From an optimization exercise on the open Yosys and OpenROAD flow, aimed at small area; shortcuts taken in it are not production practice. In this exercise RTL edits were held to simulation tests only and were not proved equivalent to the original. No activity file was given, so power comes from the tool's default toggle rates.

## config.mk

```make
export PLATFORM = sky130hd
export DESIGN_NAME = Top
export DESIGN_NICKNAME = Top
export VERILOG_FILES = /design/flow/design.v
export SDC_FILE = /design/flow/constraint.sdc
export NUM_CORES = 4
export LEC_CHECK = 0
export CAP_MARGIN = 20
export CORE_MARGIN = 2
export CORE_UTILIZATION = 40
export SLEW_MARGIN = 20
```

## constraint.sdc

```tcl
create_clock -name core_clock -period 5.0 [get_ports {CLK_PLL}]
set_input_delay 1.0000 -clock core_clock [delete_from_list [all_inputs] [get_ports {CLK_PLL}]]
set_output_delay 1.0000 -clock core_clock [all_outputs]
set_load 0.01 [all_outputs]
```

## design.v

```verilog
`timescale 1ns / 1ps
module Top(
    input CLK_PLL,
    input CLK_SR,
    input Data_SR,
    input RST,
    input [5:0] d1,
    input [5:0] d2,
    output wire PMOS1_PS1,
    output wire NMOS2_PS1,
    output wire PMOS2_PS1,
    output wire NMOS1_PS1,
    output wire PMOS1_PS2,
    output wire NMOS2_PS2,
    output wire PMOS2_PS2,
    output wire NMOS1_PS2,
    output wire PMOS_PS3,
    output wire NMOS_PS3,
    output reg SIGNAL_OUTPUT
);
reg [4:0] n;
reg       srq;
reg [4:0] dt;
reg [1:0] ph1, ph2;
reg [3:0] osel;
reg       insel, pssel, ps3, en;
wire cap = CLK_SR & ~srq & ~(n[4] & n[1]);
wire wd  = cap & Data_SR;
wire [3:0] lo = {wd &  n[1] &  n[0], wd &  n[1] & ~n[0],
                 wd & ~n[1] &  n[0], wd & ~n[1] & ~n[0]};
wire h0 = ~n[4] & ~n[3] & ~n[2];
wire h1 = ~n[3] &  n[2];
wire h2 =  n[3] & ~n[2];
wire h3 =  n[3] &  n[2];
wire h4 =  n[4];
wire [17:0] w = {h4 & lo[1], h4 & lo[0],
                 h3 & lo[3], h3 & lo[2], h3 & lo[1], h3 & lo[0],
                 h2 & lo[3], h2 & lo[2], h2 & lo[1], h2 & lo[0],
                 h1 & lo[3], h1 & lo[2], h1 & lo[1], h1 & lo[0],
                 h0 & lo[3], h0 & lo[2], h0 & lo[1], h0 & lo[0]};
always @(posedge CLK_PLL or posedge RST) begin
    if (RST) begin
        n <= 5'd0;
        srq <= 1'b1;
        dt <= 5'd0;
        ph1 <= 2'd0;
        ph2 <= 2'd0;
        osel <= 4'd0;
        insel <= 1'b0;
        pssel <= 1'b0;
        ps3 <= 1'b0;
        en <= 1'b0;
    end else begin
        srq <= CLK_SR;
        if (cap) n <= n + 5'd1;
        dt    <= dt    | w[4:0];
        ph1   <= ph1   | w[6:5];
        ph2   <= ph2   | w[8:7];
        osel  <= osel  | w[12:9];
        insel <= insel | w[13];
        pssel <= pssel | w[15];
        ps3   <= ps3   | w[16];
        en    <= en    | w[17];
    end
end
reg       h;
reg [5:0] u;
wire wrap = &u[5:1];
always @(posedge CLK_PLL or posedge RST) begin
    if (RST) begin
        h <= 1'b0;
        u <= 6'd0;
    end else begin
        h <= h ^ wrap;
        u <= wrap ? 6'd0 : u + 6'd1;
    end
end
wire [4:0] ul  = u[4:0] - {4'd0, ~u[5]};
wire [5:0] u90 = {~u[5] & (|u[4:0]), ul};
wire       h90 = h ^ u[5];
wire [5:0] uu1 = ph1[0] ? u90 : u;
wire       m1  = (ph1[0] ? h90 : h) ^ ph1[1];
wire [5:0] uu2 = ph2[0] ? u90 : u;
wire       m2  = (ph2[0] ? h90 : h) ^ ph2[1];
wire [5:0] car1 = uu1 ^ {6{m1}};
wire [5:0] car2 = uu2 ^ {6{m2}};
wire c1 = d1 >= car1;
wire c2 = d2 >= car2;
reg       s1, s2, qq1, qq2;
reg [4:0] k1, k2;
wire [4:0] kk1 = (c1 == s1) ? k1 : 5'd0;
wire [4:0] kk2 = (c2 == s2) ? k2 : 5'd0;
wire       lt1 = kk1 < dt;
wire       lt2 = kk2 < dt;
always @(posedge CLK_PLL or posedge RST) begin
    if (RST) begin
        s1 <= 1'b0; s2 <= 1'b0; qq1 <= 1'b0; qq2 <= 1'b0;
        k1 <= 5'd0; k2 <= 5'd0;
    end else begin
        s1 <= c1; s2 <= c2;
        qq1 <= ~lt1; qq2 <= ~lt2;
        k1 <= lt1 ? kk1 + 5'd1 : kk1;
        k2 <= lt2 ? kk2 + 5'd1 : kk2;
    end
end
wire q1 = s1 & qq1;
wire q2 = ~s1 & qq1;
wire q3 = s2 & qq2;
wire q4 = ~s2 & qq2;
reg xp1, xn2, xp2, xn1;
always @(posedge CLK_PLL or posedge RST) begin
    if (RST) begin
        xp1 <= 1'b1; xn2 <= 1'b0; xp2 <= 1'b1; xn1 <= 1'b0;
    end else begin
        xp1 <= insel ? d1[3] : ~q1;
        xn2 <= insel ? d1[0] : q2;
        xp2 <= insel ? d1[1] : ~q3;
        xn1 <= insel ? d1[2] : q4;
    end
end
wire on = en & ~ps3;
wire g1 = on & pssel;
wire g2 = on & ~pssel;
assign PMOS1_PS1 = ~g1 | xp1;
assign NMOS2_PS1 =  g1 & xn2;
assign PMOS2_PS1 = ~g1 | xp2;
assign NMOS1_PS1 =  g1 & xn1;
assign PMOS1_PS2 = ~g2 | xp1;
assign NMOS2_PS2 =  g2 & xn2;
assign PMOS2_PS2 = ~g2 | xp2;
assign NMOS1_PS2 =  g2 & xn1;
assign PMOS_PS3 = ~ps3 | d1[4];
assign NMOS_PS3 =  ps3 & d1[5];
always @(*) begin
    case (osel)
        4'd0: SIGNAL_OUTPUT = PMOS1_PS1;
        4'd1: SIGNAL_OUTPUT = NMOS2_PS1;
        4'd2: SIGNAL_OUTPUT = PMOS2_PS1;
        4'd3: SIGNAL_OUTPUT = NMOS1_PS1;
        4'd4: SIGNAL_OUTPUT = PMOS1_PS2;
        4'd5: SIGNAL_OUTPUT = NMOS2_PS2;
        4'd6: SIGNAL_OUTPUT = PMOS2_PS2;
        4'd7: SIGNAL_OUTPUT = NMOS1_PS2;
        4'd8: SIGNAL_OUTPUT = PMOS_PS3;
        4'd9: SIGNAL_OUTPUT = NMOS_PS3;
        default: SIGNAL_OUTPUT = 1'b0;
    endcase
end
endmodule
```

## flow/run.sh

```bash
#!/bin/bash
# Standard ORFS layout, with smaller port buffers and no CTS dummy loads.
set -euo pipefail
export BUFFER_PORTS_ARGS="-buffer_cell sky130_fd_sc_hd__buf_1"
export CTS_ARGS="-sink_clustering_enable -repair_clock_nets -dont_use_dummy_load"
bash standard.sh finish > standard_finish.log 2>&1
```

## standard.sh

```bash
#!/bin/bash
# synth_recipe.tcl (not shown) runs the flow's synth.tcl, then flattens the netlist and writes it again
# the make line also repeats each setting of config.mk as NAME=value (left out here)
make -C /OpenROAD-flow-scripts/flow DESIGN_CONFIG=/design/flow/config.mk WORK_HOME=/design/flow/orfs CLKGATE_MAP_FILE= SYNTH_SCRIPT=/design/flow/synth_recipe.tcl "${@:-finish}"
```

==> impl_metrics.csv, run 1 <==
group,metric,value,unit
power_and_ir_drop,leakage,1.56,nW
synthesis,synth_area_per_cell,10.0,um^2
timing,fin_crit_sh,84.1,%
finish,utilization,44.0,%
power_and_ir_drop,p_sw,0.697,mW
synthesis,yosysWarnings,1,
cts,cts_tree,"built",
global_routing,grt-ovfl-total,0,
setup_path,worstPathRequired,5.18,ns
place,hpwl,4650,um
timing,fin_crit,4.20,ns
synthesis,async_flop_share,100,%
cts,clk_pin_slew_worst_paths,0.08,ns
timing,fin_skew,0.0211,ns
floorplanning,start_util,40.5,%
timing,rsz0062_at_grt,"no",
timing,timing.hold.ws,0.491,ns
synthesis,synthTopCellsByCount,"dfrtp_1 (45), ha_1 (27), xnor2_1 (27)",
power_and_ir_drop,pwr-share-clk,12.4,%
synthesis,synth_area,0.00308,mm^2
place,pre_cts_ws,0.789,ns
power_and_ir_drop,ir_drop,182,uV
floorplanning,row_count,32,
timing,worstMarginPinSlew,0.830,ns
timing,slew_headroom,44.6,%
place,place_inst,428,
floorplanning,fp.dieW,91.8,um
routing,drt-vias-per-instance,5.12,
finish,fillers,778,
cts,postCtsSetupBuffers,0,
cts,cts.repair.resized,0,
synthesis,yosysTopAreaCellShare,36.5,%
power_and_ir_drop,switching_share,41.4,%
routing,ant_nets,0,
cts,ctsHoldBuffers,0,
run_status,status,"finished clean",
routing,wl,6030,um
finish,final_cells,433,
global_routing,gr-usage-all-layers,15.7,%
setup_path,crit_chain,"inv_1 > ha_1 > ha_1 > nand3_1 > xnor2_1 > xnor2_1 > ha_1 > and3_1 > a22oi_1 > o31a_1 > and2_4 > nor2_1 > ha_1 > a21o_1 > a21o_1 > a221oi_2 > o21ai_4 > mux2_4",
floorplanning,die_area,0.00843,mm^2
setup_path,critPathCaptureType,"flip-flop",
floorplanning,fp.dieH,91.8,um
timing,setup_violations,0,
global_routing,grt_max_degree,49,
timing,slew_violations,0,
cts,root_buffer,"clkbuf_8",
synthesis,synth_cells,308,
finish,drive_gt1_share,8.46,%
timing,hold_violations,0,
synthesis,yosysMostFrequentCell,"dfrtp_1",
routing,wire_per_inst,13.9,um
synthesis,synth_top_cell_by_area,"dfrtp_1",
cts,clock_sink_count,48,
global_routing,grt_pass1_wl,10600,um
power_and_ir_drop,seqPwrFrac,36.9,%
setup_path,crit_arrival,4.39,ns
setup_path,start_kind,"flip-flop",
routing,drtPass1Iterations,4,
power_and_ir_drop,p_comb_share,50.7,%
synthesis,synth.area.top_cells,"dfrtp_1 (37%), ha_1 (11%), xnor2_1 (7.7%)",
routing,drc,0,
power_and_ir_drop,intPower,0.986,mW
setup_path,critical_path_class,"flip-flop to flip-flop",
floorplanning,ioPinCount,27,
setup_path,cp_slowest_cell,"a221oi_2",
min_path,hold_path_class,"flip-flop to flip-flop",
setup_path,critPathMaxFanout,6,
floorplanning,coreArea,0.00761,mm^2
cts,ctsLongestPathBuffers,2,
finish,antenna_cells,0,
flow_run,cap_violations,0,
synthesis,synth_cell_types,47,
finish,final_nets,376,
finish,multi_input_area,0.00177,mm^2
synthesis,synth_seq_cells,48,
power_and_ir_drop,pwr_density_cell,503,mW/mm^2
cts,cts_inserted_buffers,5,
finish,area_growth_syn_to_layout,8.56,%
routing,vias,2218,
global_routing,grt_pass1_vias,2276,
cts,clock_insertion_delay_worst_skew,0.30,ns
global_routing,antenna_found_initial,0,
finish,regArea,0.00120,mm^2
synthesis,synth_ff_type,"dfrtp_1",
cts,cts-htree-levels,2,
synthesis,syn-num-nets,351,
routing,drtIter0Drc,50,
setup_path,critPathMostFrequentCell,"ha_1",
place,gp_congestion,0.836,
timing,max_freq,238,MHz
setup_path,critPathMaxStageDelay,0.47,ns
synthesis,ys_seq_area_share,39.1,%
synthesis,synth_edf_count,0,
place,port-buffer-count,26,
timing,worst_slack,0.796,ns
timing,tns,0,ns
## power groups by stage
stage	logic, mW	registers [mW]	clock network (mW)
6_report	0.854	0.621	0.209
5_1_grt	0.983	0.643	0.235
4_1_cts	0.865	0.621	0.222
3_5_place_dp	0.858	0.628	0
3_3_place_gp	0.838	0.629	0
2_1_floorplan	0.766	0.545	0
## final timing paths
path / start / endpoint / slack (ns) / cells past startpoint
max reg2reg: u[0] / k1[1] / 0.80 / 18
min reg2reg: qq1 / xn2 / 0.49 / 1
max in group asynchronous: RST / u[4] / 3.68 / 2
min: qq1 / xn2 / 0.49 / 1
max: u[0] / k1[1] / 0.80 / 18
min in group asynchronous: RST / dt[2] / 0.81 / 2
## metal layers
layer / part of all wire, % / vias up / wire length [um] / GRT usage [%]
met3: 2.2 / 5 / 133 / 2.55
met2: 48 / 31 / 2900 / 27.3
met5: 0 / - / 0 / 0
met1: 48 / 1056 / 2910 / 20.1
li1: - / 1126 / - / -
met4: 1.4 / 0 / 85 / 4.85
## cells in the final DEF (no fill, tap or decap), types with 4 or more instances in the layout
cell	netlist	final
xor2_1	7	7
nor2_1	16	16
nand2_1	21	21
mux2_2	4	4
buf_1	0	26
and2_1	8	8
a21o_1	9	9
nand3b_1	4	4
a31oi_1	5	5
ha_1	27	27
dfrtp_1	45	45
nand3_1	9	9
o21bai_1	8	8
mux2i_1	5	5
a211oi_1	4	4
a21oi_1	8	8
inv_1	21	20
xnor2_1	27	27
nand2b_1	10	10
clkbuf_8	0	5
nand4_1	7	7
o21ai_0	11	11
## sequential cells by signal, indices dropped and copies added (netlist names), 2 cells and up
signal and cells:
osel 4, ph2 2, dt 5, u 6
ph1 2, k2 5, k1 5, n 5
## kinds of logic (layout without fill, tap and decap cells)
logic type	after synthesis	in the layout	synth area share (%)
DFF	48	48	39.1
muxes	13	13	4.67
and+or+nand+nor	92	92	16.1
xor gates and xnor gates	36	36	10.7
buffers and inverters	29	52	3.57
adders and majority gates	27	27	11.0
AOI/OAI and AO/OA	63	63	15.0
## area by class of cell
| type | count | area share (%) |
|---|---|---|
| Sequential cell | 48 | 36.0 |
| Timing Repair Buffer | 26 | 2.91 |
| Inverter | 21 | 2.39 |
| Clock buffer | 5 | 2.06 |
| Tap cell | 102 | 3.81 |
| Multi-Input combinational cell | 231 | 52.8 |
## critical path: cells and delay by family, from the launching register on
kind                       cells  cell delay [ns]
muxes                          1             0.31
adders and majority gates      4             0.99
xor gates and xnor gates       2             0.35
and+or+nand+nor                4             0.57
AOI/OAI and AO/OA              6             1.32
DFF                            1             0.43
buffers and inverters          1             0.13
## through the flow
step / total power [mW] / cell area [um^2]
detailed placement: 1.49 / 3280
floorplan: 1.31 / 3080
finish: 1.68 / 3350
global route: 1.86 / 3350
global placement: 1.47 / 3280
CTS: 1.71 / 3350
==> inputs of run 2 (changes only) <==
==> run.sh (new file) <==
#!/bin/bash
# synth_recipe.tcl (not shown) runs the flow's synth.tcl, then flattens the netlist and writes it again
# the make line also repeats each setting of config.mk as NAME=value (left out here)
make -C /OpenROAD-flow-scripts/flow DESIGN_CONFIG=/design/flow/config.mk WORK_HOME=/design/flow/orfs CLKGATE_MAP_FILE= SYNTH_SCRIPT=/design/flow/synth_recipe.tcl finish
removed: flow/run.sh
removed: standard.sh
==> impl_metrics.csv, run 2 <==
group,metric,value,unit
synthesis,yosysMostFrequentCell,"dfrtp_1",
floorplanning,fp.dieH,91.8,um
cts,clock_insertion_delay_worst_skew,0.30,ns
place,hpwl,4760,um
setup_path,critPathMaxFanout,7,
setup_path,crit_arrival,4.54,ns
floorplanning,row_count,32,
routing,drt-vias-per-instance,5.06,
timing,slew_violations,0,
timing,fin_skew,0.00555,ns
finish,top_register,"u",
routing,drc,0,
finish,antenna_cells,0,
synthesis,synth_cells,308,
power_and_ir_drop,leakage,1.66,nW
floorplanning,fp.dieW,91.8,um
cts,clock_sink_count,48,
synthesis,synth_ff_type,"dfrtp_1",
synthesis,yosys.area_share.simple,16.1,%
global_routing,grt_max_degree,49,
cts,cts.repair.resized,0,
cts,ctsHoldBuffers,0,
synthesis,synth_xor_area_share,10.7,%
synthesis,async_flop_share,100,%
synthesis,synth_top_family_by_area,"simple AND/OR/NAND/NOR gates",
setup_path,r2r_cells,18,
min_path,holdPathStages,1,
synthesis,synth.area.top_cells,"dfrtp_1 (37%), ha_1 (11%), xnor2_1 (7.7%)",
timing,slew_headroom,44.0,%
finish,regArea,0.00120,mm^2
timing,fin_crit,4.35,ns
global_routing,grt_pass1_wl,10900,um
cts,cts_inserted_buffers,5,
timing,max_freq,230,MHz
routing,drtPass1Iterations,4,
min_path,hold_end,"xn2",
timing,hold_violations,0,
setup_path,start_kind,"flip-flop",
synthesis,synth_top_cell_by_area,"dfrtp_1",
routing,ant_nets,0,
place,gp_congestion,0.880,
setup_path,r2r_start,"u[5]",
timing,fin_crit_sh,86.9,%
setup_path,critical_path_class,"flip-flop to flip-flop",
synthesis,muxShareOfSynthArea,4.67,%
timing,timing.hold.ws,0.508,ns
power_and_ir_drop,pwr_density_cell,520,mW/mm^2
synthesis,synth_area,0.00308,mm^2
routing,vias,2208,
floorplanning,die_area,0.00843,mm^2
flow_run,cap_violations,0,
timing,worstMarginPinSlew,0.839,ns
setup_path,r2r_setup_slack,0.65,ns
global_routing,gr-usage-all-layers,15.8,%
finish,drive_gt1_share,9.28,%
finish,largest_register_ffs,6,
global_routing,grt-ovfl-total,0,
finish,layout_common_cells,"dfrtp_1 (45), xnor2_1 (27), ha_1 (27), clkdlybuf4s50_1 (26), nand2_1 (21)",
min_path,holdCritStartpoint,"qq1",
synthesis,yosysTopAreaCellShare,36.5,%
floorplanning,coreArea,0.00761,mm^2
setup_path,critPathCaptureType,"flip-flop",
finish,final_common_cell,"dfrtp_1",
synthesis,ys_seq_area_share,39.1,%
timing,rsz0062_at_grt,"no",
setup_path,r2r_end,"k1[1]",
global_routing,grt_pass1_vias,2269,
run_status,status,"finished clean",
finish,fillers,732,
min_path,hold_path_class,"flip-flop to flip-flop",
routing,wire_per_inst,14.3,um
floorplanning,start_util,40.5,%
finish,final_nets,376,
finish,area_growth_syn_to_layout,16.1,%
cts,ctsLongestPathBuffers,2,
power_and_ir_drop,ir_drop,225,uV
synthesis,synth_area_per_cell,10.0,um^2
synthesis,synth_compound_area_share,15.0,%
cts,cts-htree-levels,2,
place,port-buffer-count,26,
cts,cts_tree,"built",
cts,postCtsSetupBuffers,0,
setup_path,worstPathRequired,5.19,ns
global_routing,antenna_found_initial,0,
synthesis,yosysWarnings,1,
synthesis,synthTopCellsByCount,"dfrtp_1 (45), ha_1 (27), xnor2_1 (27)",
cts,root_buffer,"clkbuf_8",
synthesis,synth_edf_count,0,
floorplanning,ioPinCount,27,
synthesis,syn-num-nets,351,
synthesis,synthAdderAreaFrac,11.0,%
synthesis,synth_cell_types,47,
cts,clk_pin_slew_worst_paths,0.09,ns
routing,drtIter0Drc,122,
timing,tns,0,ns
timing,setup_violations,0,
synthesis,synth_seq_cells,48,
finish,multi_input_area,0.00177,mm^2
routing,wl,6230,um
==> run 2: cell counts after synthesis <==
Identical to the previous run, type by type.
==> run 2: routing by layer <==
layer | routed length, um | GRT usage, %
met3 | 155 | 2.38
met2 | 2960 | 26.8
met1 | 3030 | 21.3
met5 | 0 | 0
met4 | 80 | 3.73
==> run 2: final cells by class <==
type | instances | share of cell area (%)
inverters | 21 | 2.24
clock buffers | 5 | 1.92
multi-input cells | 231 | 49.4
repair buffers | 26 | 7.27
well taps | 102 | 3.57
flip-flops and latches | 48 | 33.7
clock inverters | 3 | 1.92
==> run 2: worst max path at each step <==
| stage | from | end | slack [ns] |
|---|---|---|---|
| 2_1_floorplan | ph1[0] | k1[1] | 1.13 |
| 3_3_place_gp | d1[5] | k1[1] | 0.69 |
| 3_5_place_dp | d1[5] | k1[1] | 0.52 |
| 4_1_cts | u[5] | k1[1] | 0.70 |
| 5_1_grt | u[5] | k2[4] | 0.33 |
| 6_report | u[5] | k1[1] | 0.65 |
==> run 2: logic make-up after synthesis <==
kind of cell,after synthesis
AOI/OAI and AO/OA,63
xor gates and xnor gates,36
adders and majority gates,27
buffers and inverters,29
DFF,48
muxes,13
and+or+nand+nor,92
==> run 2: critical path, cell delays in order (launching register included) <==
cell	delay (ns)
dfrtp_1	0.47
inv_1	0.12
ha_1	0.20
ha_1	0.24
nand3_1	0.11
xnor2_1	0.22
xnor2_1	0.18
ha_1	0.30
and3_1	0.15
a22oi_1	0.16
o31a_1	0.23
and2_4	0.22
nor2_1	0.08
ha_1	0.29
a21o_1	0.16
a21o_1	0.18
a221oi_2	0.46
o21ai_4	0.13
mux2_4	0.32
==> run 2: metrics by stage <==
step / power, mW / instance area, um^2 / std cells / worst slack (ns) / util [%]
floorplan: 1.31 / 3080 / 308 / 1.13 / -
finish: 1.86 / 3580 / 436 / 0.653 / 47.1
CTS: 1.87 / 3580 / 436 / 0.696 / 47.0
global route: 2.02 / 3580 / 436 / 0.330 / 47.1
global placement: 1.50 / 3440 / 428 / 0.687 / 45.2
detailed placement: 1.52 / 3440 / 428 / 0.524 / 45.2
==> run 2: power breakdown <==
part | internal (mW) | total [mW] | leakage [nW] | switching (mW)
combinational | 0.434 | 0.895 | 1.01 | 0.461
clock | 0.201 | 0.343 | 0.0687 | 0.142
sequential | 0.485 | 0.622 | 0.581 | 0.137
==> inputs of run 3 (changes only) <==
--- a/design.v
+++ b/design.v
@@ -76,21 +76,18 @@
     end
 end
-wire [4:0] ul  = u[4:0] - {4'd0, ~u[5]};
-wire [5:0] u90 = {~u[5] & (|u[4:0]), ul};
-wire       h90 = h ^ u[5];
-wire [5:0] uu1 = ph1[0] ? u90 : u;
-wire       m1  = (ph1[0] ? h90 : h) ^ ph1[1];
-wire [5:0] uu2 = ph2[0] ? u90 : u;
-wire       m2  = (ph2[0] ? h90 : h) ^ ph2[1];
-wire [5:0] car1 = uu1 ^ {6{m1}};
-wire [5:0] car2 = uu2 ^ {6{m2}};
+wire       nz  = |u[4:0];
+wire [4:0] l1  = u[4:0] - {4'd0, ph1[0] & ~u[5]};
+wire [4:0] l2  = u[4:0] - {4'd0, ph2[0] & ~u[5]};
+wire [5:0] car1 = {ph1[0] ? (~u[5] & nz) : u[5], l1} ^ {6{h ^ (ph1[0] & u[5]) ^ ph1[1]}};
+wire [5:0] car2 = {ph2[0] ? (~u[5] & nz) : u[5], l2} ^ {6{h ^ (ph2[0] & u[5]) ^ ph2[1]}};
 wire c1 = d1 >= car1;
 wire c2 = d2 >= car2;
 reg       s1, s2, qq1, qq2;
 reg [4:0] k1, k2;
-wire [4:0] kk1 = (c1 == s1) ? k1 : 5'd0;
-wire [4:0] kk2 = (c2 == s2) ? k2 : 5'd0;
-wire       lt1 = kk1 < dt;
-wire       lt2 = kk2 < dt;
+wire      dz   = dt == 5'd0;
+wire      sm1  = c1 == s1;
+wire      sm2  = c2 == s2;
+wire      eq1  = sm1 ? (k1 == dt) : dz;
+wire      eq2  = sm2 ? (k2 == dt) : dz;
 always @(posedge CLK_PLL or posedge RST) begin
     if (RST) begin
@@ -99,7 +96,7 @@
     end else begin
         s1 <= c1; s2 <= c2;
-        qq1 <= ~lt1; qq2 <= ~lt2;
-        k1 <= lt1 ? kk1 + 5'd1 : kk1;
-        k2 <= lt2 ? kk2 + 5'd1 : kk2;
+        qq1 <= eq1; qq2 <= eq2;
+        k1 <= sm1 ? k1 + {4'd0, ~eq1} : {4'd0, ~eq1};
+        k2 <= sm2 ? k2 + {4'd0, ~eq2} : {4'd0, ~eq2};
     end
 end
==> flow/run.sh (new file) <==
#!/bin/bash
# Layout flow: the standard synthesis, then an area-oriented re-mapping of the
# combinational logic only (registers are kept as synthesised, same names and cells),
# then the standard ORFS layout with buf_1 port buffers and no CTS dummy loads.
set -euo pipefail
WORK=$(pwd)
R=$WORK/orfs/results/$FLOW_PLATFORM/Top/base
LIB=$FLOW_HOME/platforms/$FLOW_PLATFORM/lib/sky130_fd_sc_hd__tt_025C_1v80.lib
YOSYS=$FLOW_HOME/../tools/install/yosys/bin/yosys

export BUFFER_PORTS_ARGS="-buffer_cell sky130_fd_sc_hd__buf_1"
export CTS_ARGS="-sink_clustering_enable -repair_clock_nets -dont_use_dummy_load -buf_list {sky130_fd_sc_hd__clkbuf_4 sky130_fd_sc_hd__clkbuf_8} -sink_clustering_size 30 -sink_clustering_max_diameter 200"

bash standard.sh synth > $WORK/1_standard_synth.log 2>&1

cp $R/1_2_yosys.v $WORK/std_synth.v
DU=""
for c in $(sed -n '/DONT_USE_CELLS +=/,/^$/p' $FLOW_HOME/platforms/$FLOW_PLATFORM/config.mk | grep -o 'sky130_fd_sc_hd__[a-z0-9_]*'); do
  DU="$DU -dont_use $c"
done
cat > $WORK/reopt.abc <<EOT
strash
dc2
dch -f
amap -m -F 4 -A 10
EOT
cat > $WORK/reopt.ys <<EOT
read_liberty -ignore_miss_func $LIB
read_verilog $WORK/std_synth.v
hierarchy -top $FLOW_TOP
setattr -mod -set keep_hierarchy 1 sky130_fd_sc_hd__df*
flatten
opt_clean -purge
abc -liberty $LIB $DU -script $WORK/reopt.abc
opt_clean -purge
hilomap -singleton -hicell sky130_fd_sc_hd__conb_1 HI -locell sky130_fd_sc_hd__conb_1 LO

splitnets
opt_clean -purge
rename -enumerate -pattern _ro%_
stat -liberty $LIB
select $FLOW_TOP
write_verilog -noattr -noexpr -nohex -nodec -selected $WORK/reopt.v
EOT
$YOSYS -l $WORK/1_reopt_yosys.log -q $WORK/reopt.ys > /dev/null 2>&1
cp $WORK/reopt.v $R/1_2_yosys.v
rm -f $R/1_synth.odb $R/1_synth.sdc
bash standard.sh finish > $WORK/2_standard_finish.log 2>&1
==> standard.sh (new file) <==
#!/bin/bash
# synth_recipe.tcl (not shown) runs the flow's synth.tcl, then flattens the netlist and writes it again
# the make line also repeats each setting of config.mk as NAME=value (left out here)
make -C /OpenROAD-flow-scripts/flow DESIGN_CONFIG=/design/flow/config.mk WORK_HOME=/design/flow/orfs CLKGATE_MAP_FILE= SYNTH_SCRIPT=/design/flow/synth_recipe.tcl "${@:-finish}"
removed: run.sh
==> impl_metrics.csv, run 3 <==
group,metric,value,unit
synthesis,synth_cells,308,
place,hpwl,4390,um
finish,area_growth_syn_to_layout,10.7,%
timing,hold_violations,0,
synthesis,syn-num-nets,324,
cts,clock_sink_count,48,
setup_path,crit_chain,"clkinv_1 > o22ai_1 > nor2_1 > a21oi_1 > clkinv_1 > nor2_1 > a21oi_1 > a222oi_1 > a211oi_1 > nor3_1 > a211oi_1 > a21oi_1 > nor2_1 > a21oi_2 > o21ai_0 > nor3_1 > nand2_1 > nor2_1 > nor2_1 > a211oi_1",
global_routing,grt_pass1_vias,1875,
place,pre_cts_ws,0.518,ns
finish,antenna_cells,0,
timing,fin_skew,0.0147,ns
power_and_ir_drop,pwr-share-clk,28.3,%
power_and_ir_drop,pwr_density_cell,267,mW/mm^2
timing,worstMarginPinSlew,0.836,ns
power_and_ir_drop,p_sw,0.192,mW
global_routing,grt-ovfl-total,0,
timing,worst_slack,0.744,ns
setup_path,cp_slowest_cell,"dfrtp_1",
min_path,hold_path_class,"flip-flop to flip-flop",
power_and_ir_drop,seqPwrFrac,60.0,%
cts,cts_tree,"built",
finish,layout_common_cells,"nor2_1 (57), clkinv_1 (47), dfrtp_1 (45), o21ai_0 (39), nand2_1 (27)",
power_and_ir_drop,total_power,0.729,mW
floorplanning,coreArea,0.00596,mm^2
cts,cts_inserted_buffers,5,
floorplanning,start_util,41.4,%
routing,drtIter0Drc,118,
finish,largest_register_ffs,6,
timing,max_freq,235,MHz
floorplanning,fp.dieH,82.6,um
setup_path,crit_arrival,4.45,ns
finish,final_cells,414,
finish,drive_gt1_share,2.95,%
setup_path,critical_path_class,"flip-flop to flip-flop",
setup_path,worstPathRequired,5.19,ns
cts,cts-htree-levels,2,
synthesis,synth_area,0.00247,mm^2
timing,timing.hold.ws,0.449,ns
finish,final_nets,357,
run_status,status,"finished clean",
setup_path,critPathCaptureType,"flip-flop",
cts,clock_insertion_delay_worst_skew,0.30,ns
cts,clk_pin_slew_worst_paths,0.08,ns
power_and_ir_drop,ir_drop,107,uV
timing,setup_violations,0,
timing,fin_crit,4.26,ns
synthesis,synth_area_per_cell,8.01,um^2
finish,top_register,"u",
routing,drc,0,
setup_path,critPathMaxStageDelay,0.37,ns
floorplanning,ioPinCount,27,
floorplanning,die_area,0.00682,mm^2
setup_path,start_kind,"flip-flop",
timing,slew_headroom,44.2,%
place,gp_congestion,0.835,
routing,wire_per_inst,13.6,um
timing,fin_crit_sh,85.1,%
global_routing,grt_max_degree,49,
setup_path,r2r_setup_slack,0.74,ns
global_routing,gr-usage-all-layers,17.8,%
finish,final_common_cell,"nor2_1",
global_routing,antenna_found_initial,0,
setup_path,critPathMostFrequentCell,"nor2_1",
floorplanning,fp.dieW,82.6,um
place,place_inst,409,
power_and_ir_drop,p_comb_share,11.6,%
flow_run,cap_violations,0,
timing,rsz0062_at_grt,"no",
cts,postCtsSetupBuffers,0,
global_routing,grt_pass1_wl,8990,um
routing,drt-vias-per-instance,5.24,
cts,ctsLongestPathBuffers,2,
power_and_ir_drop,switching_share,26.3,%
setup_path,critPathMaxFanout,8,
routing,ant_nets,0,
place,port-buffer-count,26,
cts,root_buffer,"clkbuf_8",
power_and_ir_drop,leakage,0.995,nW
timing,tns,0,ns
synthesis,yosysWarnings,1,
cts,ctsHoldBuffers,0,
timing,slew_violations,0,
cts,cts.repair.resized,0,
routing,vias,2168,
routing,drtPass1Iterations,5,
routing,wl,5610,um
floorplanning,row_count,28,
power_and_ir_drop,intPower,0.538,mW
-- run 3: area by class of cell --
| cell class | instances | area, um^2 |
|---|---|---|
| clock buffer | 5 | 68.8 |
| fill | 593 | 3220 |
| inverter | 48 | 181 |
| multi-input combinational | 212 | 1090 |
| sequential | 48 | 1200 |
| tap | 75 | 93.8 |
| timing repair buffer | 26 | 97.6 |
-- run 3: stage by stage --
step	util (%)	area [um^2]
floorplan	-	2470
CTS	45.8	2730
global placement	44.7	2660
finish	45.9	2730
global route	45.9	2730
detailed placement	44.7	2660
-- run 3: power by group through the flow --
stage / Sequential [mW] / Clock (mW) / Combinational [mW]
detailed placement: 0.446 / 0 / 0.0842
CTS: 0.438 / 0.214 / 0.0849
global route: 0.442 / 0.231 / 0.0982
finish: 0.438 / 0.207 / 0.0849
global placement: 0.446 / 0 / 0.0836
floorplan: 0.439 / 0 / 0.0638
-- run 3: final timing paths --
check | start | end | depth (start not counted)
setup / recovery | h | k2[4] | 20
hold / removal | s1 | xp1 | 1
setup reg to reg | h | k2[4] | 20
hold reg to reg | s1 | xp1 | 1
max in group asynchronous | RST | u[0] | 2
min in group asynchronous | RST | en | 2
-- run 3: metal layers --
layer | share of wire (%) | GRT usage [%] | routed length [um]
met5 | 0 | 0 | 0
met4 | 0.84 | 4.92 | 47
met3 | 4.8 | 3.26 | 269
met2 | 43 | 27.0 | 2430
met1 | 51 | 25.9 | 2860
-- run 3: critical path: cells and delay by family (launching register included) --
kind / cells / cell delay (ns)
AND/OR/NAND/NOR: 8 / 1.18
buffers and inverters: 2 / 0.35
AO/OA/AOI/OAI: 10 / 2.25
flip-flops: 1 / 0.37
==> inputs of run 4 (changes only) <==
--- a/flow/run.sh
+++ b/flow/run.sh
@@ -10,5 +10,5 @@
 
 export BUFFER_PORTS_ARGS="-buffer_cell sky130_fd_sc_hd__buf_1"
-export CTS_ARGS="-sink_clustering_enable -repair_clock_nets -dont_use_dummy_load -buf_list {sky130_fd_sc_hd__clkbuf_4 sky130_fd_sc_hd__clkbuf_8} -sink_clustering_size 30 -sink_clustering_max_diameter 200"
+export CTS_ARGS="-sink_clustering_enable -repair_clock_nets -dont_use_dummy_load"
 
 bash standard.sh synth > $WORK/1_standard_synth.log 2>&1
==> impl_metrics.csv, run 4 <==
group,metric,value,unit
timing,fin_skew,0.0147,ns
cts,clk_pin_slew_worst_paths,0.08,ns
floorplanning,fp.dieH,82.6,um
routing,drtIter0Drc,118,
finish,top_register,"u",
place,pre_cts_ws,0.518,ns
global_routing,gr-usage-all-layers,17.8,%
setup_path,crit_family,"compound AO/OA/AOI/OAI gates",
setup_path,start_kind,"flip-flop",
synthesis,yosysWarnings,1,
routing,drtPass1Iterations,5,
setup_path,critPathCaptureType,"flip-flop",
setup_path,cp_slowest_cell,"dfrtp_1",
setup_path,crit_arrival,4.45,ns
routing,wl,5610,um
timing,slew_violations,0,
power_and_ir_drop,seqPwrFrac,60.0,%
min_path,hold_path_class,"flip-flop to flip-flop",
power_and_ir_drop,ir_drop,107,uV
flow_run,cap_violations,0,
cts,ctsHoldBuffers,0,
finish,layout_common_cells,"nor2_1 (57), clkinv_1 (47), dfrtp_1 (45), o21ai_0 (39), nand2_1 (27)",
finish,largest_register_ffs,6,
routing,vias,2168,
timing,max_freq,235,MHz
power_and_ir_drop,pwr_density_cell,267,mW/mm^2
place,gp_congestion,0.835,
timing,worstMarginPinSlew,0.836,ns
timing,setup_violations,0,
cts,clock_insertion_delay_worst_skew,0.30,ns
power_and_ir_drop,intPower,0.538,mW
setup_path,crit_chain,"clkinv_1 > o22ai_1 > nor2_1 > a21oi_1 > clkinv_1 > nor2_1 > a21oi_1 > a222oi_1 > a211oi_1 > nor3_1 > a211oi_1 > a21oi_1 > nor2_1 > a21oi_2 > o21ai_0 > nor3_1 > nand2_1 > nor2_1 > nor2_1 > a211oi_1",
routing,drc,0,
finish,fin_area,0.00273,mm^2
cts,ctsLongestPathBuffers,2,
timing,hold_violations,0,
power_and_ir_drop,switching_share,26.3,%
routing,ant_nets,0,
place,hpwl,4390,um
setup_path,critPathMaxStageDelay,0.37,ns
timing,slew_headroom,44.2,%
routing,drt-met1-wl,2860,um
synthesis,synth_area,0.00247,mm^2
finish,antenna_cells,0,
routing,dr_wl_met3,269,um
global_routing,grt_max_degree,49,
timing,fin_crit,4.26,ns
floorplanning,start_util,41.4,%
synthesis,synth_cells,308,
routing,wire_per_inst,13.6,um
run_status,status,"finished clean",
finish,drive_gt1_share,2.95,%
finish,final_nets,357,
cts,cts-htree-levels,2,
power_and_ir_drop,pwr-share-clk,28.3,%
setup_path,critPathMaxFanout,8,
cts,cts_inserted_buffers,5,
place,placed_cell_area,0.00266,mm^2
finish,final_common_cell,"nor2_1",
routing,drt-vias-per-instance,5.24,
power_and_ir_drop,p_sw,0.192,mW
floorplanning,die_area,0.00682,mm^2
floorplanning,fp.dieW,82.6,um
cts,clock_sink_count,48,
setup_path,critPathMostFrequentCell,"nor2_1",
power_and_ir_drop,p_comb_share,11.6,%
global_routing,grt_pass1_vias,1875,
setup_path,critical_path_class,"flip-flop to flip-flop",
timing,tns,0,ns
floorplanning,ioPinCount,27,
synthesis,synth_area_per_cell,8.01,um^2
cts,cts_tree,"built",
power_and_ir_drop,total_power,0.729,mW
synthesis,syn-num-nets,324,
cts,root_buffer,"clkbuf_8",
setup_path,worstPathRequired,5.19,ns
routing,highest_layer,"met4",
routing,met2_wirelength,2430,um
power_and_ir_drop,leakage,0.995,nW
timing,fin_crit_sh,85.1,%
timing,worst_slack,0.744,ns
global_routing,antenna_found_initial,0,
global_routing,grt_pass1_wl,8990,um
setup_path,path_buf_inv,2,
place,port-buffer-count,26,
finish,area_growth_syn_to_layout,10.7,%
floorplanning,coreArea,0.00596,mm^2
timing,rsz0062_at_grt,"no",
floorplanning,row_count,28,
global_routing,grt-ovfl-total,0,
[run 4: power by group through the flow]
stage	Sequential (mW)	Clock [mW]	Combinational [mW]
global route	0.442	0.231	0.0982
global placement	0.446	0	0.0836
detailed placement	0.446	0	0.0842
floorplan	0.439	0	0.0638
finish	0.438	0.207	0.0849
CTS	0.438	0.214	0.0849
[run 4: worst reg2reg max path: cells and delay by family, from the launching register on]
family,cells,cell delay [ns]
simple gates,8,1.18
flops,1,0.37
compound gates,10,2.25
buf+inv,2,0.35
[run 4: cell type report]
type	count	area [um^2]
repair buffers	26	97.6
multi-input cells	212	1090
flip-flops and latches	48	1200
fillers	593	3220
clock buffers	5	68.8
inverters	48	181
well taps	75	93.8
[run 4: timing repair]
action	CTS	global route
endpoints found under the setup margin	0	1
resized for setup	0	1
buffers inserted	0	0
[run 4: stage by stage]
step | util [%] | instances | hold slack [ns]
after floorplan | - | 308 | 0.402
after global placement | 44.7 | 409 | 0.420
after detailed placement | 44.7 | 409 | 0.438
after CTS | 45.8 | 414 | 0.450
after global routing | 45.9 | 414 | 0.468
final | 45.9 | 414 | 0.449
[run 4: worst paths after layout]
path / to / start / cells after the start / slack, ns
setup / recovery: k2[4] / h / 20 / 0.74
hold / removal: xp1 / s1 / 1 / 0.45
setup reg to reg: k2[4] / h / 20 / 0.74
hold reg to reg: xp1 / s1 / 1 / 0.45
max in group asynchronous: u[0] / RST / 2 / 3.68
min in group asynchronous: en / RST / 2 / 0.81
[run 4: layer usage]
metal / vias up / global-route usage [%]
li1: 1137 / -
met5: - / 0
met4: 0 / 4.92
met3: 5 / 3.26
met1: 981 / 25.9
met2: 45 / 27.0
==> inputs of run 5 (changes only) <==
--- a/design.v
+++ b/design.v
@@ -20,10 +20,10 @@
 );
 reg [4:0] n;
-reg       srq;
+reg       nsrq;   
 reg [4:0] dt;
 reg [1:0] ph1, ph2;
 reg [3:0] osel;
 reg       insel, pssel, ps3, en;
-wire cap = CLK_SR & ~srq & ~(n[4] & n[1]);
+wire cap = CLK_SR & nsrq & ~(n[4] & n[1]);
 wire wd  = cap & Data_SR;
 wire [3:0] lo = {wd &  n[1] &  n[0], wd &  n[1] & ~n[0],
@@ -42,5 +42,5 @@
     if (RST) begin
         n <= 5'd0;
-        srq <= 1'b1;
+        nsrq <= 1'b0;
         dt <= 5'd0;
         ph1 <= 2'd0;
@@ -52,5 +52,5 @@
         en <= 1'b0;
     end else begin
-        srq <= CLK_SR;
+        nsrq <= ~CLK_SR;
         if (cap) n <= n + 5'd1;
         dt    <= dt    | w[4:0];
@@ -88,6 +88,6 @@
 wire      sm1  = c1 == s1;
 wire      sm2  = c2 == s2;
-wire      eq1  = sm1 ? (k1 == dt) : dz;
-wire      eq2  = sm2 ? (k2 == dt) : dz;
+wire      eq1  = sm1 ? ~|(dt & ~k1) : dz;
+wire      eq2  = sm2 ? ~|(dt & ~k2) : dz;
 always @(posedge CLK_PLL or posedge RST) begin
     if (RST) begin
@@ -105,13 +105,13 @@
 wire q3 = s2 & qq2;
 wire q4 = ~s2 & qq2;
-reg xp1, xn2, xp2, xn1;
+reg xp1n, xn2, xp2n, xn1;
 always @(posedge CLK_PLL or posedge RST) begin
     if (RST) begin
-        xp1 <= 1'b1; xn2 <= 1'b0; xp2 <= 1'b1; xn1 <= 1'b0;
+        xp1n <= 1'b0; xn2 <= 1'b0; xp2n <= 1'b0; xn1 <= 1'b0;
     end else begin
-        xp1 <= insel ? d1[3] : ~q1;
-        xn2 <= insel ? d1[0] : q2;
-        xp2 <= insel ? d1[1] : ~q3;
-        xn1 <= insel ? d1[2] : q4;
+        xp1n <= insel ? ~d1[3] : q1;
+        xn2  <= insel ?  d1[0] : q2;
+        xp2n <= insel ? ~d1[1] : q3;
+        xn1  <= insel ?  d1[2] : q4;
     end
 end
@@ -119,11 +119,11 @@
 wire g1 = on & pssel;
 wire g2 = on & ~pssel;
-assign PMOS1_PS1 = ~g1 | xp1;
+assign PMOS1_PS1 = ~(g1 & xp1n);
 assign NMOS2_PS1 =  g1 & xn2;
-assign PMOS2_PS1 = ~g1 | xp2;
+assign PMOS2_PS1 = ~(g1 & xp2n);
 assign NMOS1_PS1 =  g1 & xn1;
-assign PMOS1_PS2 = ~g2 | xp1;
+assign PMOS1_PS2 = ~(g2 & xp1n);
 assign NMOS2_PS2 =  g2 & xn2;
-assign PMOS2_PS2 = ~g2 | xp2;
+assign PMOS2_PS2 = ~(g2 & xp2n);
 assign NMOS1_PS2 =  g2 & xn1;
 assign PMOS_PS3 = ~ps3 | d1[4];
==> flow/run.sh (replaced) <==
#!/bin/bash
# Layout flow:
#  1. the standard synthesis (standard.sh synth), unchanged;
#  2. the combinational logic of that netlist is re-mapped by ABC for area with a few
#     scripts and the smallest result is kept; every register stays as synthesised
#     (same instance names and cells), so the netlist is the same circuit;
#  3. the standard ORFS layout of that netlist, with buf_1 port buffers and a
#     clock tree without dummy loads.
# Each tool's output goes to a log file in this folder.
set -euo pipefail
WORK=$(pwd)
R=$WORK/orfs/results/$FLOW_PLATFORM/Top/base
LIB=$FLOW_HOME/platforms/$FLOW_PLATFORM/lib/sky130_fd_sc_hd__tt_025C_1v80.lib
YOSYS=$FLOW_HOME/../tools/install/yosys/bin/yosys

export BUFFER_PORTS_ARGS="-buffer_cell sky130_fd_sc_hd__buf_1"
export CTS_ARGS="$(cat $WORK/flow/cts_args.txt)"

bash standard.sh synth > $WORK/1_standard_synth.log 2>&1

cp $R/1_2_yosys.v $WORK/std_synth.v
DU=""
for c in $(sed -n '/DONT_USE_CELLS +=/,/^$/p' $FLOW_HOME/platforms/$FLOW_PLATFORM/config.mk | grep -o 'sky130_fd_sc_hd__[a-z0-9_]*'); do
  DU="$DU -dont_use $c"
done

n=0
while IFS= read -r script; do
  [[ -z "$script" || "$script" == \#* ]] && continue
  n=$((n + 1))
  echo "$script" | tr ';' '\n' > $WORK/reopt_$n.abc
  cat > $WORK/reopt_$n.ys <<EOT
read_liberty -ignore_miss_func $LIB
read_verilog $WORK/std_synth.v
hierarchy -top $FLOW_TOP
setattr -mod -set keep_hierarchy 1 sky130_fd_sc_hd__df*
flatten
opt_clean -purge
abc -liberty $LIB $DU -script $WORK/reopt_$n.abc
opt_clean -purge
hilomap -singleton -hicell sky130_fd_sc_hd__conb_1 HI -locell sky130_fd_sc_hd__conb_1 LO
splitnets
opt_clean -purge
rename -enumerate -pattern _ro%_
tee -o $WORK/reopt_$n.area stat -liberty $LIB
select $FLOW_TOP
write_verilog -noattr -noexpr -nohex -nodec -selected $WORK/reopt_$n.v
EOT
  ( timeout 600 $YOSYS -l $WORK/1_reopt_yosys_$n.log -q $WORK/reopt_$n.ys > /dev/null 2>&1 || true ) &
  if (( n % ${NUM_CORES:-4} == 0 )); then wait; fi
done < $WORK/flow/abc_scripts.txt
wait

best=""; besta=""
for i in $(seq 1 $n); do
  [[ -s $WORK/reopt_$i.v && -s $WORK/reopt_$i.area ]] || continue
  a=$(grep -i 'chip area for top module' $WORK/reopt_$i.area | awk '{print $NF}')
  [[ -n "$a" ]] || continue
  echo "script $i area $a" >> $WORK/reopt_summary.txt
  if [[ -z "$besta" ]] || awk "BEGIN{exit !($a < $besta)}"; then best=$i; besta=$a; fi
done
echo "best $best $besta" >> $WORK/reopt_summary.txt
if [[ -n "$best" ]]; then
  cp $WORK/reopt_$best.v $R/1_2_yosys.v
  rm -f $R/1_synth.odb $R/1_synth.sdc
fi
bash standard.sh finish > $WORK/2_standard_finish.log 2>&1
==> flow/abc_scripts.txt (new file) <==
# one ABC script per line, commands separated by ';'
strash;dch -f;amap
strash;dc2;dch -f;amap -m -F 4 -A 10
strash;dc2;dc2;dch -f;amap
strash;&get -n;&deepsyn -T 60;&put;dch -f;amap
strash;dch -f;amap;strash;dch -f;amap;strash;dch -f;amap
strash;balance;rewrite;refactor;balance;rewrite;rewrite -z;balance;refactor -z;rewrite -z;balance;dch -f;amap
strash;&get -n;&deepsyn -T 60;&put;dc2;dch -f;amap -m -F 4 -A 10
strash;dc2;dch -f;amap -F 2 -A 20
==> flow/cts_args.txt (new file) <==
-sink_clustering_enable -repair_clock_nets -dont_use_dummy_load
==> impl_metrics.csv, run 5 <==
group,metric,value,unit
power_and_ir_drop,leakage,0.963,nW
finish,fin_area,0.00264,mm^2
global_routing,grt_pass1_vias,1864,
global_routing,gr-usage-all-layers,16.9,%
cts,clock_insertion_delay_worst_skew,0.31,ns
setup_path,r2r_setup_slack,0.84,ns
synthesis,synth_area,0.00238,mm^2
setup_path,critPathMaxStageDelay,0.73,ns
synthesis,synth_cells,292,
finish,fillers,570,
timing,worstMarginPinSlew,0.883,ns
place,placed_cell_area,0.00257,mm^2
timing,fin_crit,4.16,ns
cts,cts_inserted_buffers,5,
timing,setup_violations,0,
setup_path,critPathMaxFanout,10,
floorplanning,die_area,0.00659,mm^2
timing,fin_crit_sh,83.2,%
routing,drtPass1Iterations,4,
setup_path,start_kind,"flip-flop",
power_and_ir_drop,ir_drop,137,uV
floorplanning,fp.dieH,81.2,um
cts,cts.repair.resized,0,
global_routing,grt_max_degree,49,
timing,rsz0062_at_grt,"no",
routing,highest_layer,"met4",
cts,clk_pin_slew_worst_paths,0.10,ns
routing,dr_wl_met3,225,um
routing,vias,2048,
setup_path,crit_family,"compound AO/OA/AOI/OAI gates",
global_routing,grt-ovfl-total,0,
setup_path,crit_arrival,4.41,ns
floorplanning,fp.dieW,81.2,um
min_path,hold_path_class,"flip-flop to flip-flop",
timing,fin_skew,0.0289,ns
finish,multi_input_area,0.00100,mm^2
cts,ctsLongestPathBuffers,2,
setup_path,cp_slowest_cell,"o21ai_0",
routing,met2_wirelength,2320,um
finish,layout_common_cells,"nor2_1 (49), dfrtp_1 (48), clkinv_1 (46), o21ai_0 (43), nand2_1 (28)",
setup_path,critPathCaptureType,"flip-flop",
timing,tns,0,ns
routing,drt-met1-wl,2490,um
cts,cts-htree-levels,2,
synthesis,synth_area_per_cell,8.16,um^2
setup_path,path_buf_inv,2,
routing,drtIter0Drc,97,
routing,wl,5090,um
synthesis,yosysWarnings,1,
cts,cts_tree,"built",
timing,hold_violations,0,
finish,regArea,0.00120,mm^2
place,hpwl,3870,um
flow_run,cap_violations,0,
power_and_ir_drop,pwr_density_cell,277,mW/mm^2
global_routing,antenna_found_initial,0,
setup_path,crit_chain,"clkinv_1 > o22ai_1 > o21ai_0 > a21oi_1 > a221oi_1 > a211oi_1 > o21ai_0 > a21boi_0 > o22ai_1 > o21ai_0 > clkinv_1 > o211ai_1 > o21ai_0 > nor2_1 > nand2_1 > nor2_1 > o21ai_0 > a21oi_1",
setup_path,critPathMostFrequentCell,"o21ai_0",
floorplanning,start_util,40.7,%
synthesis,syn-num-nets,308,
timing,slew_violations,0,
cts,root_buffer,"clkbuf_8",
routing,ant_nets,0,
setup_path,worstPathRequired,5.25,ns
timing,max_freq,240,MHz
run_status,status,"finished clean",
floorplanning,row_count,28,
global_routing,grt_pass1_wl,8410,um
routing,drt-vias-per-instance,5.15,
floorplanning,coreArea,0.00585,mm^2
setup_path,critical_path_class,"flip-flop to flip-flop",
routing,wire_per_inst,12.8,um
place,gp_congestion,0.795,
finish,area_growth_syn_to_layout,11.0,%
routing,drc,0,
place,port-buffer-count,26,
finish,antenna_cells,0,
cts,clock_sink_count,48,
cts,ctsHoldBuffers,0,
timing,slew_headroom,40.5,%
finish,top_register,"u",
finish,drive_gt1_share,1.86,%
cts,postCtsSetupBuffers,0,
finish,largest_register_ffs,6,
floorplanning,ioPinCount,27,
finish,final_nets,341,
timing,timing.hold.ws,0.476,ns
finish,final_common_cell,"nor2_1",
## run 5: layout make-up
type / instances / area share (%)
flip-flops and latches: 48 / 45.4
multi-input cells: 197 / 38.0
inverters: 47 / 6.72
repair buffers: 26 / 3.69
well taps: 75 / 3.55
clock buffers: 5 / 2.60
## run 5: metal layers
metal | vias up | track usage, %
li1 | 1089 | -
met1 | 921 | 22.3
met2 | 34 | 27.4
met3 | 4 | 4.11
met4 | 0 | 5.59
met5 | - | 0
## run 5: worst paths after layout
| kind | depth (start not counted) | startpoint | end |
|---|---|---|---|
| worst max-delay path | 18 | h | k1[3] |
| worst min-delay path | 1 | s2 | xn1 |
| worst max register to register | 18 | h | k1[3] |
| worst min register to register | 1 | s2 | xn1 |
| max in group asynchronous | 2 | RST | k1[0] |
| min in group asynchronous | 2 | RST | ps3 |
## run 5: per-stage QoR
stage	util [%]	std cells	worst slack, ns	power (mW)
floorplan	-	292	1.49	0.504
global placement	44.0	393	1.13	0.527
detailed placement	44.0	393	0.939	0.529
CTS	45.2	398	0.924	0.740
global route	45.2	398	0.368	0.772
finish	45.2	398	0.840	0.732
## run 5: power breakdown
| part | switching, mW | leakage [nW] | internal, mW |
|---|---|---|---|
| combinational | 0.0545 | 0.413 | 0.0289 |
| sequential | 0.0192 | 0.514 | 0.419 |
| clock | 0.120 | 0.0359 | 0.0904 |
| total | 0.194 | 0.963 | 0.538 |
==> inputs of run 6 (changes only) <==
--- a/design.v
+++ b/design.v
@@ -92,12 +92,13 @@
 always @(posedge CLK_PLL or posedge RST) begin
     if (RST) begin
-        s1 <= 1'b0; s2 <= 1'b0; qq1 <= 1'b0; qq2 <= 1'b0;
         k1 <= 5'd0; k2 <= 5'd0;
     end else begin
-        s1 <= c1; s2 <= c2;
-        qq1 <= eq1; qq2 <= eq2;
         k1 <= sm1 ? k1 + {4'd0, ~eq1} : {4'd0, ~eq1};
         k2 <= sm2 ? k2 + {4'd0, ~eq2} : {4'd0, ~eq2};
     end
+end
+always @(posedge CLK_PLL) begin
+    s1 <= c1; s2 <= c2;
+    qq1 <= eq1; qq2 <= eq2;
 end
 wire q1 = s1 & qq1;
@@ -106,13 +107,9 @@
 wire q4 = ~s2 & qq2;
 reg xp1n, xn2, xp2n, xn1;
-always @(posedge CLK_PLL or posedge RST) begin
-    if (RST) begin
-        xp1n <= 1'b0; xn2 <= 1'b0; xp2n <= 1'b0; xn1 <= 1'b0;
-    end else begin
-        xp1n <= insel ? ~d1[3] : q1;
-        xn2  <= insel ?  d1[0] : q2;
-        xp2n <= insel ? ~d1[1] : q3;
-        xn1  <= insel ?  d1[2] : q4;
-    end
+always @(posedge CLK_PLL) begin
+    xp1n <= insel ? ~d1[3] : q1;
+    xn2  <= insel ?  d1[0] : q2;
+    xp2n <= insel ? ~d1[1] : q3;
+    xn1  <= insel ?  d1[2] : q4;
 end
 wire on = en & ~ps3;
==> flow/abc_scripts.txt (replaced) <==
# one ABC script per line, commands separated by ';'
strash;dch -f;amap
strash;dc2;dch -f;amap -m -F 4 -A 10
strash;dc2;dc2;dch -f;amap
strash;dch -f;amap;strash;dch -f;amap;strash;dch -f;amap
strash;dc2;dch -f;amap -F 2 -A 20
strash;dc2;dch -f;amap -F 8 -A 40
strash;dc2;dch -f;amap -F 1 -A 100
strash;dc2;dc2;dch -f;amap -F 8 -A 40
strash;&get -n;&deepsyn -T 60;&put;dch -f;amap
strash;&get -n;&deepsyn -T 60;&put;dc2;dch -f;amap -F 8 -A 40
strash;dc2;dch -f;amap -m -F 8 -A 40
strash;dch -f;amap -F 8 -A 40
==> impl_metrics.csv, run 6 <==
group,metric,value,unit
finish,final_cells,405,
finish,largest_register_ffs,6,
setup_path,crit_arrival,4.34,ns
routing,drtPass1Iterations,4,
finish,utilization,46.8,%
timing,fin_crit,4.14,ns
power_and_ir_drop,leakage,0.972,nW
synthesis,syn-num-nets,317,
cts,clock_insertion_delay_worst_skew,0.30,ns
floorplanning,fp.dieW,80.9,um
cts,ctsLongestPathBuffers,2,
place,port-buffer-count,26,
cts,root_buffer,"clkbuf_8",
timing,max_freq,242,MHz
routing,drt-vias-per-instance,5.07,
finish,fillers,580,
min_path,holdCritStartpoint,"s2",
cts,postCtsSetupBuffers,0,
floorplanning,row_count,27,
setup_path,worstPathRequired,5.20,ns
synthesis,synth_area,0.00236,mm^2
finish,final_common_cell,"nor2_1",
setup_path,critPathMostFrequentCell,"nor2_1",
cts,cts-htree-levels,2,
timing,fin_skew,0.0148,ns
setup_path,crit_chain,"clkinv_1 > o22ai_1 > nor2_1 > a21oi_1 > nor2_1 > a211oi_1 > a21oi_1 > a221oi_1 > nor2_1 > a21oi_1 > o21ai_0 > o21ai_0 > clkinv_1 > o22ai_1 > nor2_1 > and2_0 > nand2_1 > nor2_1 > a211oi_1",
setup_path,critPathMaxFanout,10,
setup_path,startpoint,"h",
cts,cts_tree,"built",
finish,drive_gt1_share,1.80,%
synthesis,synth_cells,301,
routing,ant_nets,0,
cts,cts.repair.resized,0,
global_routing,grt-ovfl-total,0,
finish,area_growth_syn_to_layout,11.2,%
floorplanning,ioPinCount,27,
floorplanning,start_util,42.1,%
floorplanning,die_area,0.00654,mm^2
setup_path,r2r_start,"h",
setup_path,critical_path_class,"flip-flop to flip-flop",
setup_path,critPathCaptureType,"flip-flop",
cts,clk_pin_slew_worst_paths,0.09,ns
finish,final_nets,351,
place,placed_cell_area,0.00256,mm^2
place,place_inst,400,
place,hpwl,4040,um
flow_run,cap_violations,0,
power_and_ir_drop,total_power,0.741,mW
timing,slew_violations,0,
setup_path,cp_slowest_cell,"o21ai_0",
global_routing,antenna_found_initial,0,
setup_path,start_kind,"flip-flop",
finish,top_register,"u",
power_and_ir_drop,pwr_density_cell,282,mW/mm^2
routing,wire_per_inst,12.7,um
power_and_ir_drop,ir_drop,123,uV
run_status,status,"finished clean",
global_routing,gr-usage-all-layers,17.7,%
finish,layout_common_cells,"nor2_1 (50), clkinv_1 (47), dfrtp_1 (40), o21ai_0 (36), nand2_1 (33)",
timing,tns,0,ns
timing,hold_violations,0,
timing,fin_crit_sh,82.7,%
timing,rsz0062_at_grt,"no",
global_routing,grt_pass1_wl,8800,um
finish,antenna_cells,0,
routing,wl,5150,um
cts,ctsHoldBuffers,0,
floorplanning,coreArea,0.00561,mm^2
routing,drtIter0Drc,74,
synthesis,synth_area_per_cell,7.85,um^2
synthesis,yosysWarnings,1,
timing,slew_headroom,47.8,%
global_routing,grt_max_degree,41,
routing,drc,0,
cts,clock_sink_count,48,
setup_path,critPathMaxStageDelay,0.64,ns
finish,fin_area,0.00263,mm^2
cts,cts_inserted_buffers,5,
timing,worstMarginPinSlew,0.775,ns
place,gp_congestion,0.795,
global_routing,grt_pass1_vias,1852,
timing,setup_violations,0,
min_path,hold_path_class,"flip-flop to flip-flop",
routing,vias,2052,
floorplanning,fp.dieH,80.9,um
==> run 6: where the power goes <==
| part | internal [mW] | switching [mW] | leakage (nW) |
|---|---|---|---|
| Clock | 0.0904 | 0.118 | 0.0359 |
| Sequential | 0.421 | 0.0238 | 0.496 |
| Combinational | 0.0331 | 0.0546 | 0.440 |
==> run 6: worst paths after layout <==
path	end	slack (ns)	cells after the start
max	k2[3]	0.86	19
min	xn1	0.45	1
max reg2reg	k2[3]	0.86	19
min reg2reg	xn1	0.45	1
max in group asynchronous	osel[0]	3.86	3
min in group asynchronous	k1[4]	0.78	3
==> run 6: critical path, delay by kind of cell, from the launching register on <==
family | cells | cell delay (ns)
DFF | 1 | 0.39
buffers and inverters | 2 | 0.31
AOI/OAI and AO/OA | 10 | 2.66
and+or+nand+nor | 7 | 0.68
==> run 6: final cells by class <==
type                            instances  area [um^2]  share of cell area (%)
Tap cell                               72         90.1                    3.43
Clock buffer                            5         68.8                    2.62
Sequential cell                        48         1160                    44.2
Multi-Input combinational cell        206         1020                    39.0
Timing Repair Buffer                   27          105                    4.00
Inverter                               47          176                    6.72
==> run 6: routing by layer <==
layer	vias to the layer above	share of wire, %	track usage [%]
li1	1118	-	-
met1	886	52	24.7
met2	41	42	27.4
met3	7	3.4	2.78
met4	0	1.8	7.63
met5	-	0	0
==> run 6: metrics by stage <==
stage          setup slack, ns  hold WS, ns
6_report                 0.863        0.452
5_1_grt                  0.219        0.495
4_1_cts                  0.844        0.456
3_5_place_dp             0.845        0.444
3_3_place_gp              1.06        0.455
2_1_floorplan             1.44        0.430

-- port drivers added, routing unchanged --
Ports are ideal in the flow. The routed layouts listed here were re-timed in OpenROAD.
Step 1, drivers: a clkbuf_16 drives CLK_PLL and a buf_2 each remaining input, both assumed.
Step 2 also shifts input and output timing later by t, the mid clock arrival at the registers, as if the neighbouring blocks saw the same clock.
Slacks: ideal ports / drivers / drivers and shift; pairs: ideal ports / drivers.
run	t, ns	slack for setup (ns)	hold slack, ns	worst setup path at the end	worst data-port slew with drivers (ns)
run 1	0.325	0.796 / 0.796 / 0.796	0.491 / 0.491 / 0.491	register to register	0.04
run 2	0.331	0.653 / 0.653 / 0.483	0.508 / 0.508 / 0.508	input to register	0.04
run 3	0.318	0.744 / 0.744 / 0.744	0.449 / 0.449 / 0.449	register to register	0.03
run 4	0.318	0.744 / 0.744 / 0.744	0.449 / 0.449 / 0.449	register to register	0.03
run 5	0.323	0.840 / 0.840 / 0.840	0.476 / 0.476 / 0.476	register to register	0.03
run 6	0.324	0.863 / 0.863 / 0.863	0.452 / 0.452 / 0.452	register to register	0.04
After both steps every run listed still meets setup and hold. The setup slack of run 2, which loses most, moves by 0.000 ns with the drivers and by -0.170 ns with both steps.
